This is an optimization exercise on Yosys and OpenROAD, whose aim is small area and a short achievable clock period, not a production implementation.
In this exercise RTL edits were held to simulation tests only and were not proved equivalent to the original.
Power and IR drop assume default switching activity.

`run.sh`:
```
#!/bin/bash
# synth_recipe.tcl (not shown) runs the flow's synth.tcl, then flattens the netlist and writes it again
# the make line also repeats each setting of config.mk as NAME=value (left out here)
make -C /OpenROAD-flow-scripts/flow DESIGN_CONFIG=/design/flow/config.mk WORK_HOME=/design/flow/orfs CLKGATE_MAP_FILE= SYNTH_SCRIPT=/design/flow/synth_recipe.tcl finish
```
`config.mk`:
```
export PLATFORM = sky130hd
export DESIGN_NAME = processor
export DESIGN_NICKNAME = processor
export VERILOG_FILES = /design/flow/design.v
export SDC_FILE = /design/flow/constraint.sdc
export NUM_CORES = 4
export LEC_CHECK = 0
export CAP_MARGIN = 20
export CORE_MARGIN = 2
export CORE_UTILIZATION = 40
export PLACE_DENSITY = 0.6
export SLEW_MARGIN = 20
```
`constraint.sdc`:
```
create_clock -name core_clock -period 9.0 [get_ports {clock}]
set_input_delay 1.8000 -clock core_clock [delete_from_list [all_inputs] [get_ports {clock}]]
set_output_delay 1.8000 -clock core_clock [all_outputs]
set_load 0.01 [all_outputs]
```
`design.v`:
```
`timescale 1ns/100ps
module processor (clock, reset, PC, Inst, MemRead, MemWrite, Addr, Din, Dout);
input clock, reset;
input [31:0] Inst, Dout;
output MemRead, MemWrite;
output [31:0] PC, Addr, Din;
reg [31:0] pc_val;
reg [31:0] fd_Inst;
reg [31:0] dx_rd1;       
reg [31:0] dx_rd2;       
reg [15:0] dx_imm;
reg [4:0]  dx_rt;
reg [4:0]  dx_wr;        
reg        dx_fvx;       
reg        dx_fvw;       
reg        dx_load, dx_store, dx_rw, dx_isJAL, dx_stall;
reg        dx_f1x, dx_f1w, dx_f2x, dx_f2w;
reg        dx_R, dx_shift;
reg        dx_sub, dx_s_add, dx_s_and, dx_s_or, dx_s_xor, dx_s_slt, dx_s_sll, dx_s_srl;
reg [31:0] xm_ALU;
reg [31:0] xm_STORE;
reg [4:0]  xm_rt;
reg [4:0]  xm_wr;
reg        xm_fvx, xm_fvw, xm_load, xm_rw, xm_isJAL, xm_rd, xm_wrm;
reg [31:0] mw_val;
reg [4:0]  mw_wr;
reg        mw_fvw, mw_rw, mw_isJAL;
reg [31:0] gpr [1:31];
wire [5:0] fd_op = fd_Inst[31:26];
wire [5:0] fd_fn = fd_Inst[5:0];
wire [4:0] fd_rs = fd_Inst[25:21];
wire [4:0] fd_rt = fd_Inst[20:16];
wire [4:0] fd_rd = fd_Inst[15:11];
wire d_R     = (fd_op == 6'd0);
wire d_shift = d_R && ((fd_fn == 6'b000000) || (fd_fn == 6'b000010));
wire d_JR    = d_R && (fd_fn == 6'b001000);
wire d_JAL   = (fd_op == 6'b000011);
wire d_J     = (fd_op == 6'b000010) || d_JAL;
wire d_beq   = (fd_op == 6'b000100);
wire d_bne   = (fd_op == 6'b000101);
wire d_br    = d_beq || d_bne;
wire d_load  = (fd_op[5:3] == 3'b100);
wire d_store = (fd_op[5:3] == 3'b101);
wire [4:0] ra1 = d_shift ? fd_rt : fd_rs;
wire [31:0] rf1 = (ra1   == 5'd0) ? 32'd0 : gpr[ra1];
wire [31:0] rf2 = (fd_rt == 5'd0) ? 32'd0 : gpr[fd_rt];
wire d2en = (d_R && !d_shift) || d_br;
wire f1x = xm_fvx && (xm_wr == ra1);
wire f1w = mw_fvw && (mw_wr == ra1);
wire f2x = d2en && xm_fvx && (xm_wr == fd_rt);
wire f2w = d2en && mw_fvw && (mw_wr == fd_rt);
wire [31:0] d1 = f1x ? xm_ALU : f1w ? mw_val : rf1;
wire [31:0] d2 = f2x ? xm_ALU : f2w ? mw_val : rf2;
wire eq    = (d1 == d2);
wire bcond = (d_beq && eq) || (d_bne && !eq);
wire d_stall = (dx_load &&
                ((d_R && ((dx_rt == ra1) || (!d_JR && (dx_rt == fd_rt)))) ||
                 (!d_R && !d_J && (dx_rt == fd_rs)) ||
                 (d_br && (dx_rt == fd_rt)))) ||
               (xm_load &&
                (((d_br || d_JR) && (xm_rt == fd_rs)) ||
                 (d_br && (xm_rt == fd_rt))));
wire kill = d_J || bcond || d_JR;
wire [31:0] pc4   = pc_val + 32'd4;
wire [31:0] brtgt = pc_val + {{14{fd_Inst[15]}}, fd_Inst[15:0], 2'b00};
wire [4:0] d_wr  = d_JAL ? 5'd31 : (d_R ? fd_rd : fd_rt);
wire d_wrnz      = (d_wr != 5'd0);
wire d_fvx       = !fd_op[5] && d_wrnz;
wire d_fvw       = !(fd_op[5] && fd_op[3]) && d_wrnz;
wire d_rw        = !d_store && !d_br && (fd_op != 6'b000010) && !d_JR && d_wrnz;
wire d_add  = d_R ? ((fd_fn != 6'b100100) && (fd_fn != 6'b100101) && (fd_fn != 6'b000000) &&
                     (fd_fn != 6'b101010) && (fd_fn != 6'b000010) && (fd_fn != 6'b100010) &&
                     (fd_fn != 6'b100110))
                  : ((fd_op != 6'b001100) && (fd_op != 6'b001101) && (fd_op != 6'b001010) &&
                     (fd_op != 6'b001110));
wire d_and  = d_R ? (fd_fn == 6'b100100) : (fd_op == 6'b001100);
wire d_or   = d_R ? (fd_fn == 6'b100101) : (fd_op == 6'b001101);
wire d_xor  = d_R ? (fd_fn == 6'b100110) : (fd_op == 6'b001110);
wire d_slt  = d_R ? (fd_fn == 6'b101010) : (fd_op == 6'b001010);
wire d_subo = d_R && (fd_fn == 6'b100010);
wire d_sll  = d_R && (fd_fn == 6'b000000);
wire d_srl  = d_R && (fd_fn == 6'b000010);
always @(posedge clock or posedge reset) begin
  if (reset) begin
    pc_val  <= 32'd0;
    fd_Inst <= 32'd0;
  end else begin
    if (!d_stall) begin
      if (d_J)        pc_val <= {pc_val[31:28], fd_Inst[25:0], 2'b00};
      else if (bcond) pc_val <= brtgt;
      else if (d_JR)  pc_val <= d1;
      else            pc_val <= pc4;
    end
    fd_Inst <= kill ? 32'd0 : (d_stall ? fd_Inst : Inst);
  end
end
always @(posedge clock or posedge reset) begin
  if (reset) begin
    dx_rt <= 5'd0; dx_wr <= 5'd0;
    dx_fvx <= 1'b0; dx_fvw <= 1'b0;
    dx_load <= 1'b0; dx_store <= 1'b0; dx_rw <= 1'b0; dx_isJAL <= 1'b0; dx_stall <= 1'b0;
    dx_f1x <= 1'b0; dx_f1w <= 1'b0; dx_f2x <= 1'b0; dx_f2w <= 1'b0;
    dx_R <= 1'b0; dx_shift <= 1'b0;
    dx_sub <= 1'b0; dx_s_add <= 1'b0; dx_s_and <= 1'b0; dx_s_or <= 1'b0;
    dx_s_xor <= 1'b0; dx_s_slt <= 1'b0; dx_s_sll <= 1'b0; dx_s_srl <= 1'b0;
  end else begin
    dx_rt    <= fd_rt;
    dx_wr    <= d_wr;
    dx_fvx   <= d_fvx;
    dx_fvw   <= d_fvw;
    dx_load  <= d_load;
    dx_store <= d_store;
    dx_rw    <= d_rw;
    dx_isJAL <= d_JAL;
    dx_stall <= d_stall;
    dx_f1x   <= dx_fvx && (dx_wr == ra1);
    dx_f1w   <= xm_fvw && (xm_wr == ra1);
    dx_f2x   <= d_R && !d_shift && dx_fvx && (dx_wr == fd_rt);
    dx_f2w   <= d_R && !d_shift && xm_fvw && (xm_wr == fd_rt);
    dx_R     <= d_R;
    dx_shift <= d_shift;
    dx_sub   <= d_subo || d_slt;
    dx_s_add <= d_add || d_subo;
    dx_s_and <= d_and;
    dx_s_or  <= d_or;
    dx_s_xor <= d_xor;
    dx_s_slt <= d_slt;
    dx_s_sll <= d_sll;
    dx_s_srl <= d_srl;
  end
end
always @(posedge clock) begin
  dx_rd1 <= dx_isJAL ? dx_rd2 : d1;
  dx_rd2 <= d_JAL ? pc4 : d2;
  dx_imm <= fd_Inst[15:0];
end
wire [31:0] A = dx_f1x ? xm_ALU : (dx_f1w ? mw_val : dx_rd1);
wire [31:0] Bn = dx_R ? dx_rd2 : {{16{dx_imm[15]}}, dx_imm};
wire [31:0] B = dx_f2x ? xm_ALU : (dx_f2w ? mw_val : Bn);
wire [4:0]  shamt = dx_imm[10:6];
wire [31:0] sum = A + (dx_sub ? ~B : B) + {31'd0, dx_sub};
wire lt = (A[31] != B[31]) ? A[31] : sum[31];
wire [31:0] A_rev;
genvar gi;
generate
  for (gi = 0; gi < 32; gi = gi + 1) begin : g_rev
    assign A_rev[gi] = A[31-gi];
  end
endgenerate
wire [31:0] sh_in  = dx_s_srl ? A_rev : A;
wire [31:0] sh_out = sh_in << shamt;
wire [31:0] sh_rev;
generate
  for (gi = 0; gi < 32; gi = gi + 1) begin : g_rev2
    assign sh_rev[gi] = sh_out[31-gi];
  end
endgenerate
wire [31:0] result = ({32{dx_s_add}} & sum) |
                     ({32{dx_s_and}} & (A & B)) |
                     ({32{dx_s_or}}  & (A | B)) |
                     ({32{dx_s_xor}} & (A ^ B)) |
                     ({32{dx_s_slt}} & {31'd0, lt}) |
                     ({32{dx_s_sll}} & sh_out) |
                     ({32{dx_s_srl}} & sh_rev);
always @(posedge clock or posedge reset) begin
  if (reset) begin
    xm_rt <= 5'd0; xm_wr <= 5'd0;
    xm_fvx <= 1'b0; xm_fvw <= 1'b0; xm_load <= 1'b0; xm_rw <= 1'b0; xm_isJAL <= 1'b0;
    xm_rd <= 1'b0; xm_wrm <= 1'b0;
  end else begin
    xm_rt    <= dx_rt;
    xm_wr    <= dx_wr;
    xm_fvx   <= dx_fvx;
    xm_fvw   <= dx_fvw;
    xm_load  <= dx_load;
    xm_rw    <= dx_rw && !dx_stall;
    xm_isJAL <= dx_isJAL;
    xm_rd    <= dx_load && !dx_stall;
    xm_wrm   <= dx_store && !dx_stall;
  end
end
always @(posedge clock) begin
  xm_ALU   <= result;
  xm_STORE <= dx_rd2;
end
assign PC       = pc_val;
assign Addr     = xm_ALU;
assign Din      = xm_STORE;
assign MemRead  = xm_rd;
assign MemWrite = xm_wrm;
always @(posedge clock or posedge reset) begin
  if (reset) begin
    mw_wr <= 5'd0; mw_fvw <= 1'b0; mw_rw <= 1'b0; mw_isJAL <= 1'b0;
  end else begin
    mw_wr    <= xm_wr;
    mw_fvw   <= xm_fvw;
    mw_rw    <= xm_rw;
    mw_isJAL <= xm_isJAL;
  end
end
always @(posedge clock) begin
  mw_val <= xm_load ? Dout : xm_ALU;
end
wire [31:0] wb_data = mw_isJAL ? xm_ALU : mw_val;
always @(posedge clock) begin
  if (mw_rw) gpr[mw_wr] <= wb_data;
end
endmodule
```
==> metrics.md, run 1 <==
| Metric | Value |
|---|---|
| Status | finished clean |
| Clk pwr share | 0.303 |
| Pin count of the biggest net entering global routing | 90 |
| Final instance area | between 70000 and 80000 sq um |
| Total track usage | 0.334 |
| Worst Path Buf+Inv | 2 |
| Layout fillers | between 15000 and 20000 |
| Ratio of final minimum period to clock period | 0.895 |
| Resized Gates After CTS | 0 |
| Clock Latency Late Sink | slightly above 800 ps |
| Crit. End Element | register |
| Peak VDD IR | ~0.00015 V |
| Placer congestion estimate | a little over 1 |
| Clock slew at reported path FFs | 60 ps |
| Leakage dissipation | 28.0 nW |
| DP HPWL | 200 mm |
| Clk sinks | 1287 |
| Cell Chain, Critical Path | nor4_4 -> a211oi_1 -> o211ai_1 -> nand2_1 -> buf_4 -> nor3_1 -> a21oi_1 -> o21ai_0 -> nor2_1 -> or4_1 -> nor4_1 -> o2111ai_1 -> or4_4 -> and3_1 -> buf_4 -> mux2_1 -> o21ai_1 |
| Syn Std Cell Area | a little under 70000 sq um |
| DIE AREA | 177000 sq um |
| Gr busiest metal | met2 |
| Gate power share | 0.269 |
| Hold WC Path Type | reg -> reg |
| Synth Flop Type | edfxtp_1 |
| Number of register bits inferred by synthesis | 1287 |
| Setup TNS | 0 ps |
| Cts hold-fix bufs | 0 |
| H-tree depth | 4 |
| CORE AREA | 172000 sq um |
| Mapped Nets | between 6000 and 7000 |
| Buffer depth of the longest clock path | 3 |
| Setup bufs post-CTS | 0 |
| Die H | 420 um |
| Startpoint Class | register |
| Final hold violations | 0 |
| Grt ovf | 0 |
| Rows | between 150 and 200 |
| CTS tree | yes |
| DR vias | 56100 |
| Vias in the first global route | 53400 |
| NumNets Final | around 6200 |
| WL per Instance | 35.8 um |
| Asr flop ratio synth | 0.0925 |
| GR Util met3 | 0.0793 |
| DRC violations left | 0 |
| Net Sw Frac | 0.352 |
| Initial DRC Count | 8491 |
| P_sw | 6.86 mW |
| Max Cap Violations | 0 |
| Critical-path top delay cell | nor3_1 |
| Most repeated library cell on the critical path | buf_4 |
| Gate Count Post-Synth | 5869 |
| # IOs | 164 |
| First-pass GRT wire length | 415 mm |
| Final setup fails | 0 |
| Worst Tran Pin Value | 1310 ps |
| Biggest cell delay along the critical path | 960 ps |
| Die width | 420 um |
| Synthesized area per cell | 11.8 sq um |
| Worst path top cell family by delay | simple AND/OR/NAND/NOR gates |
| IO Port Bufs | roughly 160 |
| WP data required | 9710 ps |
| Unique masters post-synth | 94 |
| Antenna violations before repair | 12 |
| Critical path depth | 17 |
| RSZ-0062 raised after global routing | no |
| WP data arrival | 8770 ps |
| Area grow syn2layout | 14.2% |
| Met2 GRT Util | 0.516 |
| WL final | 301 mm |
| Yosys warning count | 1 |
| Worst Skew | 35.1 ps |
| Post-synth EDFFs | between 900 and 1000 |
| Register area share after synthesis | 0.523 |
| Worst R2R Path Depth | 17 |
| Clock root cell | clkbuf_16 |
| Share of cells above drive strength 1 | 0.155 |
| Pwr dens | 246 nW/um^2 |
| Critical path class | reg -> reg |
| Drt pass-1 iters | 9 |
| Cell internal pwr | 12.6 mW |
| GR Util met1 | 0.419 |
| Crit path max fanout | 12 |
| WHS Path Cells | 0 |
| Initial Utilization | 0.403 |
| Routed Antenna Nets | 0 |
| Routed vias/inst | 6.66 |
| Fmax | 124 MHz |
| Slew headroom | 0.123 |
| CTS buffer count | 144 |
| Seq pwr share | 0.428 |
| Max-slew violation count | 0 |
| Final min period | 8060 ps |
| Post-DP Area | 74500 sq um |
## worst reg2reg max path, delay by kind of cell (launching register included)
kind | cells | cell delay, ps
buf+inv | 2 | 680
mux | 1 | 330
compound gates | 6 | 2290
flops | 1 | 540
simple gates | 8 | 4130
## routing by layer
metal,routed length (um),vias to the layer above,share of wire
met5,68,-,0.00023
met4,22800,10,0.076
met3,35100,954,0.12
met2,134000,4011,0.45
met1,109000,28100,0.36
li1,-,23000,-
## cell usage after synthesis, types with 28 or more instances
library cell	n	area share
xor2_1	58	0.0073
nor3_1	62	0.0045
buf_1	60	0.0032
a31oi_1	91	0.0082
mux4_2	222	0.072
dfxtp_1	176	0.051
a2111oi_0	28	0.0035
o211ai_1	33	0.0036
a221o_1	45	0.0065
mux2_2	149	0.024
o22ai_1	45	0.0041
clkbuf_1	244	0.013
a32oi_1	70	0.0088
buf_2	113	0.0082
nor2b_1	38	0.0034
o221ai_1	70	0.0088
inv_1	126	0.0068
mux2i_1	461	0.067
nand4_1	29	0.0026
o21ai_0	234	0.017
a22oi_1	65	0.0070
xnor2_1	123	0.016
ha_1	124	0.022
edfxtp_1	992	0.43
a21oi_1	333	0.024
a211oi_1	104	0.011
nand2_1	642	0.035
a221oi_1	47	0.0059
nor2_1	356	0.019
dfrtp_1	119	0.043
and3_1	92	0.0083
nand3_1	125	0.0090
## flip-flops by register name, summed over array words and instances, names as in the netlist, 16 cells and up
| name | flops |
|---|---|
| dx_imm | 16 |
| mw_val | 32 |
| fd_Inst | 32 |
| pc_val | 32 |
| xm_STORE | 32 |
| xm_ALU | 32 |
| gpr | 992 |
| dx_rd2 | 32 |
| dx_rd1 | 32 |
## final cells by class
type                       instances  area [sq um]  area share
sequential                      1287         36300       0.459
multi-input combinational       4019         31200       0.394
timing repair buffer             408          3610      0.0456
antenna                            7          17.5    0.000221
clock buffer                     185          3890      0.0492
inverter                         129           487     0.00615
tap                             2310          2890      0.0365
clock inverter                    77           721     0.00910
## final timing paths
kind | end | start | slack (ps)
setup / recovery | pc_val[27]$_DFFE_PP0P_ | fd_Inst[0]$_DFFE_PP0P_ | 940
hold / removal | mw_isJAL$_DFF_PP0_ | xm_isJAL$_DFF_PP0_ | 350
setup reg to reg | pc_val[27]$_DFFE_PP0P_ | fd_Inst[0]$_DFFE_PP0P_ | 940
hold reg to reg | mw_isJAL$_DFF_PP0_ | xm_isJAL$_DFF_PP0_ | 350
max in group asynchronous | dx_f2w$_DFF_PP0_ | reset | 6560
min in group asynchronous | pc_val[15]$_DFFE_PP0P_ | reset | 1400
## placed cells by master, fill, tap and decap left out, types with 92 or more instances in the layout
cell type and instances:
nor2_1 319, nand3_1 125, clkdlybuf4s50_1 163, a21oi_1 333, buf_4 228, nand2_1 640
and3_1 92, mux4_2 222, a211oi_1 103, inv_1 125, mux2_2 149, dfxtp_1 174
edfxtp_1 992, o21ai_0 225, clkbuf_16 148, dfrtp_1 105, mux2i_1 456, xnor2_1 122
ha_1 124
## per-stage QoR
stage          hold WS, ps  total power [mW]   util  cells  setup slack [ps]
5_1_grt                363              19.9  0.460   8415               888
4_1_cts                352              19.3  0.460   8414              1300
2_1_floorplan          331              10.8      -   5869              3630
3_5_place_dp           339              13.4  0.433   8152              1330
3_3_place_gp           336              13.4  0.433   8148              1390
6_report               352              19.5  0.460   8422               941
## power by group through the flow
stage                     sequential [mW]  clock [mW]  combinational (mW)
after floorplan                      7.99           0                2.84
after global placement               8.40           0                4.99
after detailed placement             8.40           0                5.04
after CTS                            8.28        5.91                5.06
after global routing                 8.34        6.16                5.45
final                                8.34        5.89                5.24
## cells by family after synthesis
group / Yosys count / synth area share
and+or+nand+nor: 1485 / 0.0965
adders and majority gates: 126 / 0.0230
AOI/OAI and AO/OA: 1394 / 0.138
DFF: 1287 / 0.523
muxes: 833 / 0.163
xor gates and xnor gates: 181 / 0.0229
buffers and inverters: 563 / 0.0335
==> run 2, diff against run 1 <==
--- a/design.v
+++ b/design.v
@@ -8,2 +8,4 @@
 reg [31:0] fd_Inst;
+reg        fd_v;         
+reg [4:0]  fd_ra1;       
 reg [31:0] dx_rd1;       
@@ -33,13 +35,13 @@
 wire [4:0] fd_rd = fd_Inst[15:11];
-wire d_R     = (fd_op == 6'd0);
-wire d_shift = d_R && ((fd_fn == 6'b000000) || (fd_fn == 6'b000010));
-wire d_JR    = d_R && (fd_fn == 6'b001000);
-wire d_JAL   = (fd_op == 6'b000011);
-wire d_J     = (fd_op == 6'b000010) || d_JAL;
-wire d_beq   = (fd_op == 6'b000100);
-wire d_bne   = (fd_op == 6'b000101);
+wire d_R     = !fd_v || (fd_op == 6'd0);
+wire d_shift = !fd_v || (d_R && ((fd_fn == 6'b000000) || (fd_fn == 6'b000010)));
+wire d_JR    = fd_v && (fd_op == 6'd0) && (fd_fn == 6'b001000);
+wire d_JAL   = fd_v && (fd_op == 6'b000011);
+wire d_J     = fd_v && ((fd_op == 6'b000010) || (fd_op == 6'b000011));
+wire d_beq   = fd_v && (fd_op == 6'b000100);
+wire d_bne   = fd_v && (fd_op == 6'b000101);
 wire d_br    = d_beq || d_bne;
-wire d_load  = (fd_op[5:3] == 3'b100);
-wire d_store = (fd_op[5:3] == 3'b101);
-wire [4:0] ra1 = d_shift ? fd_rt : fd_rs;
+wire d_load  = fd_v && (fd_op[5:3] == 3'b100);
+wire d_store = fd_v && (fd_op[5:3] == 3'b101);
+wire [4:0] ra1 = fd_ra1;
 wire [31:0] rf1 = (ra1   == 5'd0) ? 32'd0 : gpr[ra1];
@@ -55,3 +57,3 @@
 wire bcond = (d_beq && eq) || (d_bne && !eq);
-wire d_stall = (dx_load &&
+wire d_stall = fd_v && ((dx_load &&
                 ((d_R && ((dx_rt == ra1) || (!d_JR && (dx_rt == fd_rt)))) ||
@@ -61,3 +63,3 @@
                 (((d_br || d_JR) && (xm_rt == fd_rs)) ||
-                 (d_br && (xm_rt == fd_rt))));
+                 (d_br && (xm_rt == fd_rt)))));
 wire kill = d_J || bcond || d_JR;
@@ -66,3 +68,3 @@
 wire [4:0] d_wr  = d_JAL ? 5'd31 : (d_R ? fd_rd : fd_rt);
-wire d_wrnz      = (d_wr != 5'd0);
+wire d_wrnz      = fd_v && (d_wr != 5'd0);
 wire d_fvx       = !fd_op[5] && d_wrnz;
@@ -70,3 +72,3 @@
 wire d_rw        = !d_store && !d_br && (fd_op != 6'b000010) && !d_JR && d_wrnz;
-wire d_add  = d_R ? ((fd_fn != 6'b100100) && (fd_fn != 6'b100101) && (fd_fn != 6'b000000) &&
+wire d_add  = !fd_v ? 1'b0 : d_R ? ((fd_fn != 6'b100100) && (fd_fn != 6'b100101) && (fd_fn != 6'b000000) &&
                      (fd_fn != 6'b101010) && (fd_fn != 6'b000010) && (fd_fn != 6'b100010) &&
@@ -75,22 +77,27 @@
                      (fd_op != 6'b001110));
-wire d_and  = d_R ? (fd_fn == 6'b100100) : (fd_op == 6'b001100);
-wire d_or   = d_R ? (fd_fn == 6'b100101) : (fd_op == 6'b001101);
-wire d_xor  = d_R ? (fd_fn == 6'b100110) : (fd_op == 6'b001110);
-wire d_slt  = d_R ? (fd_fn == 6'b101010) : (fd_op == 6'b001010);
-wire d_subo = d_R && (fd_fn == 6'b100010);
-wire d_sll  = d_R && (fd_fn == 6'b000000);
-wire d_srl  = d_R && (fd_fn == 6'b000010);
-always @(posedge clock or posedge reset) begin
-  if (reset) begin
-    pc_val  <= 32'd0;
-    fd_Inst <= 32'd0;
-  end else begin
-    if (!d_stall) begin
-      if (d_J)        pc_val <= {pc_val[31:28], fd_Inst[25:0], 2'b00};
-      else if (bcond) pc_val <= brtgt;
-      else if (d_JR)  pc_val <= d1;
-      else            pc_val <= pc4;
-    end
-    fd_Inst <= kill ? 32'd0 : (d_stall ? fd_Inst : Inst);
-  end
+wire d_and  = fd_v && (d_R ? (fd_fn == 6'b100100) : (fd_op == 6'b001100));
+wire d_or   = fd_v && (d_R ? (fd_fn == 6'b100101) : (fd_op == 6'b001101));
+wire d_xor  = fd_v && (d_R ? (fd_fn == 6'b100110) : (fd_op == 6'b001110));
+wire d_slt  = fd_v && (d_R ? (fd_fn == 6'b101010) : (fd_op == 6'b001010));
+wire d_subo = fd_v && d_R && (fd_fn == 6'b100010);
+wire d_sll  = !fd_v || (d_R && (fd_fn == 6'b000000));
+wire d_srl  = fd_v && d_R && (fd_fn == 6'b000010);
+wire i_shift = (Inst[31:26] == 6'd0) && ((Inst[5:0] == 6'b000000) || (Inst[5:0] == 6'b000010));
+wire [4:0] i_ra1 = i_shift ? Inst[20:16] : Inst[25:21];
+wire [31:0] pc_nb = d_stall ? pc_val :
+                    d_J     ? {pc_val[31:28], fd_Inst[25:0], 2'b00} :
+                    d_JR    ? d1 : pc4;
+always @(posedge clock or posedge reset) begin
+  if (reset) begin
+    pc_val <= 32'd0;
+    fd_v   <= 1'b0;
+    fd_ra1 <= 5'd0;
+  end else begin
+    pc_val <= (bcond && !d_stall) ? brtgt : pc_nb;
+    fd_v   <= !kill;
+    if (!d_stall) fd_ra1 <= i_ra1;
+  end
+end
+always @(posedge clock) begin
+  if (!d_stall) fd_Inst <= Inst;
 end
@@ -115,4 +122,4 @@
     dx_stall <= d_stall;
-    dx_f1x   <= dx_fvx && (dx_wr == ra1);
-    dx_f1w   <= xm_fvw && (xm_wr == ra1);
+    dx_f1x   <= fd_v && dx_fvx && (dx_wr == ra1);
+    dx_f1w   <= fd_v && xm_fvw && (xm_wr == ra1);
     dx_f2x   <= d_R && !d_shift && dx_fvx && (dx_wr == fd_rt);
@@ -134,3 +141,3 @@
   dx_rd2 <= d_JAL ? pc4 : d2;
-  dx_imm <= fd_Inst[15:0];
+  dx_imm <= fd_v ? fd_Inst[15:0] : 16'd0;
 end
@@ -140,3 +147,4 @@
 wire [4:0]  shamt = dx_imm[10:6];
-wire [31:0] sum = A + (dx_sub ? ~B : B) + {31'd0, dx_sub};
+wire [32:0] sum33 = {A, 1'b1} + {B ^ {32{dx_sub}}, dx_sub};
+wire [31:0] sum = sum33[32:1];
 wire lt = (A[31] != B[31]) ? A[31] : sum[31];
--- a/config.mk
+++ b/config.mk
@@ -11,2 +11,3 @@
 export PLACE_DENSITY = 0.6
+export SETUP_SLACK_MARGIN = 5
 export SLEW_MARGIN = 20
==> metrics.md, run 2 <==
| Metric | Value |
|---|---|
| Buffer depth of the longest clock path | 3 (unchanged) |
| Layout fillers | 14400 (was 15600) |
| Vias in the first global route | 47400 (was 53400) |
| Post-DP Area | 71900 sq um (was 74500 sq um) |
| Clock Latency Late Sink | 820 ps (about the same) |
| Slew headroom | 0.201 (was 0.123) |
| WL final | 271 mm (was 301 mm) |
| Most frequent cell after synthesis | edfxtp_1 (unchanged) |
| Worst Skew | 55.8 ps (was 35.1 ps) |
| Mapped Nets | 5023 (was 6061) |
| WP data arrival | 5980 ps (was 8770 ps) |
| Most frequent cells after synthesis | edfxtp_1, mux4_2, mux2i_1 (was edfxtp_1, nand2_1, mux2i_1) |
| Crit. End Element | register (unchanged) |
| DIE AREA | 172000 sq um (was 177000 sq um) |
| Post-route worst setup slack | 3670 ps (was 941 ps) |
| Post-synth EDFFs | 1024 (was 992) |
| IO Port Bufs | 163 (unchanged) |
| Final min period | 5330 ps (was 8060 ps) |
| Final instance area | 80200 sq um (was 79200 sq um) |
| H-tree depth | 4 (unchanged) |
| Post-Place Worst Slack | 2670 ps (was 1330 ps) |
| Routed Antenna Nets | 0 (unchanged) |
| Ratio of final minimum period to clock period | 0.592 (was 0.895) |
| Total track usage | 0.309 (was 0.334) |
| Clk sinks | 1298 (was 1287) |
| Most repeated library cell on the critical path | buf_12 (was buf_4) |
| Hold WC Path Type | reg -> reg (unchanged) |
| WL per Instance | 36.4 um (was 35.8 um) |
| Pin count of the biggest net entering global routing | 79 (was 90) |
| Unique masters post-synth | 83 (was 94) |
| Startpoint Class | register (unchanged) |
| Critical path class | reg -> reg (unchanged) |
| Fmax | 188 MHz (was 124 MHz) |
| First-pass GRT wire length | 374 mm (was 415 mm) |
| Routed vias/inst | 6.56 (was 6.66) |
| Gate Count Post-Synth | 4831 (was 5869) |
| DR vias | 48900 (was 56100) |
| Max-slew violation count | 0 (unchanged) |
| Initial Utilization | 0.403 (about the same) |
| Post-route core utilization | 0.479 (was 0.460) |
| Asr flop ratio synth | 0.0716 (was 0.0925) |
| DRC violations left | 0 (unchanged) |
| Drt pass-1 iters | 7 (was 9) |
| Synthesized area per cell | 13.9 sq um (was 11.8 sq um) |
| Synth top area share | 0.457 (was 0.430) |
| RSZ-0062 raised after global routing | yes (was no) |
| Area leader, netlist | edfxtp_1 (unchanged) |
| Leakage dissipation | 27.9 nW (was 28.0 nW) |
| Die H | 414 um (was 420 um) |
| Largest Register | gpr (unchanged) |
| Critical-path top delay cell | nor2b_1 (was nor3_1) |
| Share of cells above drive strength 1 | 0.263 (was 0.155) |
| Pwr dens | 242 nW/um^2 (was 246 nW/um^2) |
| Number of register bits inferred by synthesis | 1298 (was 1287) |
| Rows | 150 (was 152) |
| Biggest cell delay along the critical path | 530 ps (was 960 ps) |
| # IOs | 164 (unchanged) |
| DP HPWL | 175 mm (was 200 mm) |
| Cell Chain, Critical Path | buf_12 -> nor2b_1 -> nand2_1 -> o22ai_1 -> a21oi_1 -> a32oi_1 -> xor2_2 -> nand4_1 -> or3_1 -> or4_4 -> nor2_4 -> o22ai_4 -> buf_12 -> buf_12 -> buf_16 -> buf_4 -> buf_4 -> nor3_1 -> a211oi_1 (was nor4_4 -> a211oi_1 -> o211ai_1 -> nand2_1 -> buf_4 -> nor3_1 -> a21oi_1 -> o21ai_0 -> nor2_1 -> or4_1 -> nor4_1 -> o2111ai_1 -> or4_4 -> and3_1 -> buf_4 -> mux2_1 -> o21ai_1) |
| Syn Std Cell Area | 67300 sq um (was 69300 sq um) |
| Max Cap Violations | 0 (unchanged) |
| Status | finished clean (unchanged) |
| NumNets Final | 5316 (was 6181) |
| Clock root cell | clkbuf_16 (unchanged) |
| Most common cell after layout, fill and taps aside | edfxtp_1 (unchanged) |
| Peak VDD IR | 0.000153 V (was 0.000154 V) |
| Synth Flop Type | edfxtp_1 (unchanged) |
| Crit path max fanout | 31 (was 12) |
| CTS tree | yes (unchanged) |
| Largest register FFs | 992 (unchanged) |
| Worst Tran Pin Value | 1190 ps (was 1310 ps) |
| Die width | 414 um (was 420 um) |
| Ranking of synthesized cells by area | edfxtp_1, mux4_2, dfxtp_1, mux2i_1, dfrtp_1 (was edfxtp_1, mux4_2, mux2i_1, dfxtp_1, dfrtp_1) |
| Placer congestion estimate | 1.02 (was 1.01) |
| Area grow syn2layout | 19.1% (was 14.2%) |
| WP data required | 9650 ps (was 9710 ps) |
| Initial DRC Count | 6906 (was 8491) |
| Clock slew at reported path FFs | 50 ps (was 60 ps) |
| Final hold violations | 0 (unchanged) |
| Yosys warning count | 1 (unchanged) |
| CORE AREA | 167000 sq um (was 172000 sq um) |
| Cts hold-fix bufs | 0 (unchanged) |
| CTS buffer count | 145 (was 144) |
| Register area share after synthesis | 0.545 (was 0.523) |
| Setup TNS | 0 ps (unchanged) |
| Grt ovf | 0 (unchanged) |
| Antenna violations before repair | 17 (was 12) |
| Final setup fails | 0 (unchanged) |
| Most frequent cells in the layout | edfxtp_1, mux4_2, mux2i_1 (was edfxtp_1, nand2_1, mux2i_1) |
==> run 2: cell count changes in the layout (fill, tap and decap cells not counted), moves of 41 or more <==
cell and delta:
a211oi_1 -61, a21oi_1 -112, a22oi_1 +41, a31oi_1 -74, a32oi_1 -63, and3_1 -61, mux2i_1 -117, mux4_2 +175
nand2_1 -439, nand3_1 -66, nor2_1 -75, o21ai_0 -92
==> run 2: layout make-up <==
cell class | instances | area (sq um) | area share
Antenna cell | 1 | 2.50 | 0.0000312
Clock buffer | 184 | 3920 | 0.0489
Clock inverter | 85 | 875 | 0.0109
Inverter | 101 | 413 | 0.00515
Multi-Input combinational cell | 3083 | 30100 | 0.375
Sequential cell | 1298 | 36800 | 0.459
Tap cell | 2204 | 2760 | 0.0344
Timing Repair Buffer | 494 | 5360 | 0.0669
Timing Repair inverter | 1 | 5.00 | 0.0000624
==> run 2: repair_timing <==
| action | CTS | global route |
|---|---|---|
| gates resized for setup | 258 | 72 |
| endpoints found under the setup margin | 129 | 50 |
| gates cloned | 15 | 2 |
| buffers inserted | 125 | 32 |
| pin swaps | 39 | 40 |
==> run 2: power breakdown <==
group / leakage [nW] / switching [mW] / total, mW / internal (mW)
Clock: 2.31 / 2.58 / 6.01 / 3.43
Sequential: 12.0 / 0.928 / 8.49 / 7.56
Combinational: 13.6 / 2.99 / 4.86 / 1.87
==> run 2: worst max-delay path, delay by kind of cell (launching register included) <==
family,cells,cell delay [ps]
AOI/OAI and AO/OA,5,1050
and+or+nand+nor,7,2350
buffers and inverters,6,900
DFF,1,460
xor gates and xnor gates,1,360
==> run 2: kinds of logic after synthesis <==
family / count (synthesis) / synth area share
buffers and inverters: 450 / 0.0305
XOR/XNOR: 200 / 0.0260
adder cells (fa/ha/maj): 126 / 0.0235
flip-flops: 1298 / 0.545
AND/OR/NAND/NOR: 851 / 0.0601
multiplexers: 917 / 0.213
AO/OA/AOI/OAI: 989 / 0.101
==> run 2: worst paths after layout <==
kind | from | endpoint | slack (ps) | cells after the start
max | register | pc_val[26]$_DFFE_PP0P_ | 3670 | 19
min | dx_fvw$_DFF_PP0_ | xm_fvw$_DFF_PP0_ | 350 | 0
max reg2reg | register | pc_val[26]$_DFFE_PP0P_ | 3670 | 19
min reg2reg | dx_fvw$_DFF_PP0_ | xm_fvw$_DFF_PP0_ | 350 | 0
max in group asynchronous | reset | dx_R$_DFF_PP0_ | 6080 | 3
min in group asynchronous | reset | pc_val[21]$_DFFE_PP0P_ | 1420 | 2
==> run 2: metal layers <==
layer,global-route usage,routed length (um)
met3,0.0751,29700
met4,0.196,20700
met1,0.387,97400
met5,0,138
met2,0.482,123000
==> run 2: through the flow <==
stage / power [mW] / hold WS, ps / instances
finish: 19.4 / 353 / 7451
global route: 19.9 / 357 / 7450
CTS: 19.1 / 342 / 7416
detailed placement: 12.9 / 335 / 7007
global placement: 12.9 / 331 / 7006
floorplan: 10.7 / 331 / 4831
==> run 3, diff against run 2 <==
--- a/config.mk
+++ b/config.mk
@@ -9,4 +9,4 @@
 export CORE_MARGIN = 2
-export CORE_UTILIZATION = 40
-export PLACE_DENSITY = 0.6
+export CORE_UTILIZATION = 60
+export PLACE_DENSITY = 0.75
 export SETUP_SLACK_MARGIN = 5
==> metrics.md, run 3 <==
| Metric | Value |
|---|---|
| Status | finished clean (unchanged) |
| Critical path class | reg -> reg (unchanged) |
| Clk pwr share | 0.295 (was 0.311) |
| Synth top area share | 0.457 (unchanged) |
| Most frequent cell after synthesis | edfxtp_1 (unchanged) |
| Clk sinks | 1298 (unchanged) |
| Ratio of final minimum period to clock period | 0.574 (was 0.592) |
| Max-slew violation count | 0 (unchanged) |
| Initial Utilization | 0.607 (was 0.403) |
| Setup TNS | 0 ps (unchanged) |
| Largest Register | gpr (unchanged) |
| IO Port Bufs | 163 (unchanged) |
| Share of cells above drive strength 1 | 0.270 (was 0.263) |
| Slew headroom | 0.117 (was 0.201) |
| Initial DRC Count | 9308 (was 6906) |
| Crit. End Element | register (unchanged) |
| NumNets Final | 5351 (was 5316) |
| WP data required | 9620 ps (was 9650 ps) |
| Mapped Nets | 5023 (unchanged) |
| Hold WC Path Type | reg -> reg (unchanged) |
| Fmax | 193 MHz (was 188 MHz) |
| Leakage dissipation | 28.2 nW (was 27.9 nW) |
| RSZ-0062 raised after global routing | yes (unchanged) |
| WL final | 266 mm (was 271 mm) |
| Hold_ws | 347 ps (was 353 ps) |
| Routed Antenna Nets | 0 (unchanged) |
| Most frequent cells in the layout | edfxtp_1, mux4_2, mux2i_1 (unchanged) |
| WL per Instance | 39.3 um (was 36.4 um) |
| Post-route core utilization | 0.720 (was 0.479) |
| Gate Count Post-Synth | 4831 (unchanged) |
| Placer congestion estimate | 1.06 (was 1.02) |
| Rows | 122 (was 150) |
| Most frequent cells after synthesis | edfxtp_1, mux4_2, mux2i_1 (unchanged) |
| Buffer depth of the longest clock path | 3 (unchanged) |
| Die H | 339 um (was 414 um) |
| Max Cap Violations | 0 (unchanged) |
| DR vias | 51600 (was 48900) |
| Clock Latency Late Sink | 790 ps (was 820 ps) |
| Die width | 339 um (was 414 um) |
| Drt pass-1 iters | 8 (was 7) |
| Area grow syn2layout | 18.6% (was 19.1%) |
| Ranking of synthesized cells by area | edfxtp_1, mux4_2, dfxtp_1, mux2i_1, dfrtp_1 (unchanged) |
| Grt ovf | 0 (unchanged) |
| Largest register FFs | 992 (unchanged) |
| Cell internal pwr | 12.6 mW (was 12.9 mW) |
| Vias in the first global route | 49700 (was 47400) |
| Worst Tran Pin Value | 1330 ps (was 1190 ps) |
| CTS buffer count | 137 (was 145) |
| Pin count of the biggest net entering global routing | 65 (was 79) |
| Final hold violations | 0 (unchanged) |
| Startpoint Class | register (unchanged) |
| Register area share after synthesis | 0.545 (unchanged) |
| Asr flop ratio synth | 0.0716 (unchanged) |
| Gate power share | 0.262 (was 0.251) |
| DRC violations left | 0 (unchanged) |
| DIE AREA | 115000 sq um (was 172000 sq um) |
| Peak VDD IR | 0.000171 V (was 0.000153 V) |
| Clock root cell | clkbuf_16 (unchanged) |
| Unique masters post-synth | 83 (unchanged) |
| First-pass GRT wire length | 370 mm (was 374 mm) |
| Final min period | 5170 ps (was 5330 ps) |
| Cts hold-fix bufs | 0 (unchanged) |
| Area leader, netlist | edfxtp_1 (unchanged) |
| Antenna violations before repair | 20 (was 17) |
| CORE AREA | 111000 sq um (was 167000 sq um) |
| Final setup fails | 0 (unchanged) |
| Most common cell after layout, fill and taps aside | edfxtp_1 (unchanged) |
| Synth Flop Type | edfxtp_1 (unchanged) |
| Number of register bits inferred by synthesis | 1298 (unchanged) |
| DP HPWL | 154 mm (was 175 mm) |
| Worst Skew | 30.2 ps (was 55.8 ps) |
| Routed vias/inst | 7.62 (was 6.56) |
| Pwr dens | 239 nW/um^2 (was 242 nW/um^2) |
| Synthesized area per cell | 13.9 sq um (unchanged) |
| # IOs | 164 (unchanged) |
| Syn Std Cell Area | 67300 sq um (unchanged) |
| P_sw | 6.47 mW (was 6.50 mW) |
| Clock slew at reported path FFs | 60 ps (was 50 ps) |
| CTS tree | yes (unchanged) |
| Net Sw Frac | 0.339 (was 0.336) |
| Yosys warning count | 1 (unchanged) |
| Seq pwr share | 0.443 (was 0.438) |
| Post-synth EDFFs | 1024 (unchanged) |
| H-tree depth | 4 (unchanged) |
| Crit path max fanout | 29 (was 31) |
| Total track usage | 0.456 (was 0.309) |
| WP data arrival | 5790 ps (was 5980 ps) |
[run 3: cell counts after synthesis]
No cell type changed its count.
[run 3: logic make-up after synthesis]
group | after synthesis | share of synthesized area
buf+inv | 450 | 0.0305
compound gates | 989 | 0.101
mux | 917 | 0.213
fa+ha+maj | 126 | 0.0235
xor+xnor | 200 | 0.0260
flops | 1298 | 0.545
simple gates | 851 | 0.0601
[run 3: what timing repair did]
item	CTS	global route
endpoints found under the setup margin	117	91
resized for setup	298	88
cloned	33	5
pin swaps	55	45
setup buffers	147	53
[run 3: routing by layer]
metal  global-route usage  routed length, um  vias to the layer above
met4                0.352              25600                       20
met3                0.177              42300                     1392
met1                0.545              83100                    25300
met5              0.00375                182                        -
li1                     -                  -                    19900
met2                0.665             115000                     4954
[run 3: layout make-up]
cell class              count  area (sq um)
flip-flops and latches   1298         36800
fillers                  7112         31100
multi-input cells        3086         30200
repair buffers            535          6210
clock buffers             179          3730
well taps                1488          1860
clock inverters            71           668
inverters                 101           387
diodes                     13          32.5
[run 3: worst paths after layout]
kind | slack, ps | cells past startpoint | from | endpoint
min | 350 | 0 | xm_isJAL$_DFF_PP0_ | mw_isJAL$_DFF_PP0_
max reg2reg | 3830 | 19 | register | pc_val[21]$_DFFE_PP0P_
min in group asynchronous | 1530 | 2 | reset | xm_wrm$_DFF_PP0_
max in group asynchronous | 6090 | 3 | reset | fd_ra1[1]$_DFFE_PP0N_
max | 3830 | 19 | register | pc_val[21]$_DFFE_PP0P_
min reg2reg | 350 | 0 | xm_isJAL$_DFF_PP0_ | mw_isJAL$_DFF_PP0_
[run 3: per-stage QoR]
step | worst slack (ps) | instances | total power [mW] | area (sq um)
after floorplan | 4790 | 4831 | 10.7 | 67800
after detailed placement | 2520 | 6269 | 12.8 | 70800
after global routing | 3850 | 6758 | 19.5 | 79800
after global placement | 2420 | 6269 | 12.7 | 70700
after CTS | 4060 | 6699 | 18.6 | 78900
final | 3830 | 6771 | 19.1 | 79900
[run 3: power groups by stage]
stage | logic (mW) | clock network (mW) | registers [mW]
finish | 5.01 | 5.64 | 8.46
global route | 5.18 | 5.84 | 8.43
CTS | 4.66 | 5.61 | 8.35
detailed placement | 4.29 | 0 | 8.47
global placement | 4.21 | 0 | 8.46
floorplan | 2.61 | 0 | 8.06
[run 3: worst max-delay path, cell delays in order, from the launching register on]
cell	delay (ps)
dfxtp_2	450
buf_8	310
nand2b_2	350
nor2_1	80
buf_4	270
a22oi_1	270
nand4_1	540
a22oi_2	570
xnor2_2	130
nor4_2	240
nand4_1	120
or4_4	560
nor2_4	150
o22ai_4	80
buf_12	150
buf_4	140
buf_12	130
buf_4	130
a2111oi_4	220
a221oi_2	60

[what the ideal ports hide]
The flow's constraints put no driver on any port. The routed layouts listed below were extracted and timed again, unchanged, in two steps. Step 1 (the two cells are an assumption about what drives the block):
set clk [get_ports {clock}]
set_driving_cell -lib_cell sky130_fd_sc_hd__clkbuf_16 $clk
set_driving_cell -lib_cell sky130_fd_sc_hd__buf_2 [delete_from_list [all_inputs] $clk]
Step 2 adds t to the input delays and takes it off the output delays; t is the mean of the earliest and latest rising clock arrival at the registers after step 1. Input paths then give back, and output paths get back, about the clock's delay inside the block. a / b / c = ideal ports / drivers / drivers and shift; a / b = the first two.
| run | t, ns | setup WS [ns] | hold WS [ns] | worst setup path after step 2 | worst data-port slew with drivers (ns) |
|---|---|---|---|---|---|
| run 1 | 0.891 | 0.941 / 0.941 / 0.941 | 0.352 / 0.352 / 0.352 | register to register | 0.07 |
| run 2 | 0.877 | 3.669 / 3.669 / 3.669 | 0.353 / 0.353 / 0.353 | register to register | 0.05 |
| run 3 | 0.851 | 3.832 / 3.832 / 3.832 | 0.347 / 0.347 / 0.347 | register to register | 0.06 |
After both steps setup and hold are still met in every run listed.
